Background: an optimization exercise with open tools, aiming at small area, a short achievable clock period and few clock cycles. Do not read the settings as production practice. RTL that was checked went through simulation tests only; none was proved equivalent to the original. Power and IR drop assume default switching activity.

## v24
## axi_slave_ram
module axi_slave_ram #
(
    parameter C_AXI_ADDR_WIDTH = 9,
    parameter C_AXI_DATA_WIDTH = 32,
    parameter STRB_WIDTH = (C_AXI_DATA_WIDTH/8),
    parameter ID_WIDTH = 1,
    parameter PIPELINE_OUTPUT = 0
)
(
    input  wire                   clk,
    input  wire                   rst,
    input  wire [ID_WIDTH-1:0]    s_axi_awid,
    input  wire [C_AXI_ADDR_WIDTH-1:0]  s_axi_awaddr,
    input  wire [7:0]             s_axi_awlen,
    input  wire [2:0]             s_axi_awsize,
    input  wire [1:0]             s_axi_awburst,
    input  wire                   s_axi_awlock,
    input  wire [3:0]             s_axi_awcache,
    input  wire [2:0]             s_axi_awprot,
    input  wire                   s_axi_awvalid,
    output wire                   s_axi_awready,
    input  wire [C_AXI_DATA_WIDTH-1:0]  s_axi_wdata,
    input  wire [STRB_WIDTH-1:0]  s_axi_wstrb,
    input  wire                   s_axi_wlast,
    input  wire                   s_axi_wvalid,
    output wire                   s_axi_wready,
    output wire [ID_WIDTH-1:0]    s_axi_bid,
    output wire [1:0]             s_axi_bresp,
    output wire                   s_axi_bvalid,
    input  wire                   s_axi_bready,
    input  wire [ID_WIDTH-1:0]    s_axi_arid,
    input  wire [C_AXI_ADDR_WIDTH-1:0]  s_axi_araddr,
    input  wire [7:0]             s_axi_arlen,
    input  wire [2:0]             s_axi_arsize,
    input  wire [1:0]             s_axi_arburst,
    input  wire                   s_axi_arlock,
    input  wire [3:0]             s_axi_arcache,
    input  wire [2:0]             s_axi_arprot,
    input  wire                   s_axi_arvalid,
    output wire                   s_axi_arready,
    output wire [ID_WIDTH-1:0]    s_axi_rid,
    output wire [C_AXI_DATA_WIDTH-1:0]  s_axi_rdata,
    output wire [1:0]             s_axi_rresp,
    output wire                   s_axi_rlast,
    output wire                   s_axi_rvalid,
    input  wire                   s_axi_rready
);
Size: roughly 4,500 flip-flops, ~140,000 µm² of cells after synthesis.
export LEC_CHECK = 0
export CAP_MARGIN = 20
export CORE_MARGIN = 2
export CORE_UTILIZATION = 60
export CTS_CLUSTER_DIAMETER = 120
export CTS_CLUSTER_SIZE = 25
export PLACE_DENSITY = 0.7
export SETUP_SLACK_MARGIN = 2.6
export SLEW_MARGIN = 20
export SYNTH_HIERARCHICAL = 1
create_clock -name core_clock -period 5.0 [get_ports {clk}]
run.sh (not shown) runs the stock make flow with config.mk's settings and CLKGATE_MAP_FILE= SYNTH_SCRIPT=/design/flow/synth_recipe.tcl, a recipe that flattens the netlist after the stock synthesis.
--- input diff v24..v30 ---
Settings: changing CORE_UTILIZATION from 60 to 75; changing PLACE_DENSITY from 0.7 to 0.8.
Notes after the runs:
In the tables for v24 and v30, routed wire length reads lower with v24.
Looking at the reports, v30 completed the entire flow and the layout it produced met the timing, design-rule and antenna checks.
Both conditions hold for v24: the flow ran to the end and the final layout passed the timing, design-rule and antenna checks.
Taking v24 as the reference, in v30 number of resized instances in the post-cts repair step dropped 15%; height of the die down about 10%.
v24 -> v30: die width decreased by more than 10%
Total combinational power: v30 < v24
Number of cells in the finished layout apart from fillers: v30 vs v24 down about 4.6%
Function was not checked in any run of this note: the RTL went through the layout flow alone.

axi_slave_ram, a different RTL version from the one above (not shown whole).
Size in the first run: roughly 10000 cells after synthesis, roughly 4700 flip-flops, about 150 I/O pins, roughly 0.14 sq mm of cells after synthesis.
clock: 5.0 ns
lec_check: 0
cap_margin: 20
core_margin: 2
core_utilization: 55
cts_cluster_diameter: 80
cts_cluster_size: 30
place_density: 0.65
setup_slack_margin: 2.6
slew_margin: 20
synth_hierarchical: 1
standard.sh (not shown) runs the stock make flow with config.mk's settings and CLKGATE_MAP_FILE= SYNTH_SCRIPT=/design/flow/synth_recipe.tcl, a recipe that flattens the netlist after the stock synthesis.
==> flow/flow/run.sh <==
#!/bin/bash
export BUFFER_PORTS_ARGS="-buffer_cell sky130_fd_sc_hd__buf_2"
export MAX_REPAIR_ANTENNAS_ITER_DRT=5
bash standard.sh > standard.log 2>&1
The baseline went through all stages and came out clean.
Testbench counts at the start, summed over its fixed seeds: cycles 12,407.
==> next run, changes <==
--- a/flow/flow/run.sh
+++ b/flow/flow/run.sh
@@ -2,0 +3 @@
+export RECOVER_POWER=100
CORE_UTILIZATION = 60   (was 55)
PLACE_DENSITY = 0.7   (was 0.65)
- With this change the flow ran to the end with violations: max-capacitance violations, max-slew violations
- design area came out lower slightly
- power came out lower slightly
- sequential power is about the same
==> next run, changes <==
--- a/flow/flow/run.sh
+++ b/flow/flow/run.sh
@@ -3 +2,0 @@
-export RECOVER_POWER=100
CORE_UTILIZATION = 70   (was 60)
PLACE_DENSITY = 0.78   (was 0.7)
What happened: Now the flow finished with timing, DRC and antenna clean. Area after synthesis is unchanged. Combinational power climbs by 37%. Critical path depth climbs by 1.
==> next run, changes <==
CORE_UTILIZATION = 60   (was 70)
PLACE_DENSITY = 0.7   (was 0.78)
SETUP_SLACK_MARGIN = 2.4   (was 2.6)
Effect:
- global-route usage shrinks by 6.4 points
- setup slack loses 160 ps
- area after synthesis is unchanged
- cell area barely changes
- routed wire length shrinks by 2.1%
- combinational power shrinks by 14%
- final cell count grows by 2.8%
- clock skew grows by 12 ps
- via count shrinks by 2.2%
- power grows by 1.4%
- die area grows by 17%

[afterwards: timing with drivers on the ports]
Ports are ideal in the flow. The routed layouts listed here were re-timed in OpenROAD.
Step 1 assumes that a clkbuf_16 drives the clock port and a buf_2 every other input.
Step 2 times the ports against the registers' clock, not the clock port: input delays grow and output delays shrink by t, the midpoint of the rising clock arrivals with the driver on.
Slacks: ideal ports / drivers / drivers and shift; pairs: ideal ports / drivers.
| run | shift t [ns] | setup slack, ns | worst register clock-pin slew, ns |
|---|---|---|---|
| v24 | 0.974 | 2.265 / 2.265 / 1.746 | 0.11 / 0.11 |
| v30 | 0.986 | 2.271 / 2.271 / 1.720 | 0.11 / 0.11 |
| the first run of note 2 | 0.996 | 2.495 / 2.453 / 1.735 | 0.12 / 0.12 |
| the second run of note 2 | 0.975 | 1.479 / 1.479 / 0.634 | 0.12 / 0.12 |
| the third run of note 2 | 0.965 | 2.469 / 2.447 / 1.597 | 0.12 / 0.12 |
| the fourth run of note 2 | 0.968 | 2.308 / 2.308 / 1.666 | 0.12 / 0.12 |
For the third run of note 2, which loses most, drivers alone change the setup slack by -0.022 ns; drivers and shift together by -0.872 ns.
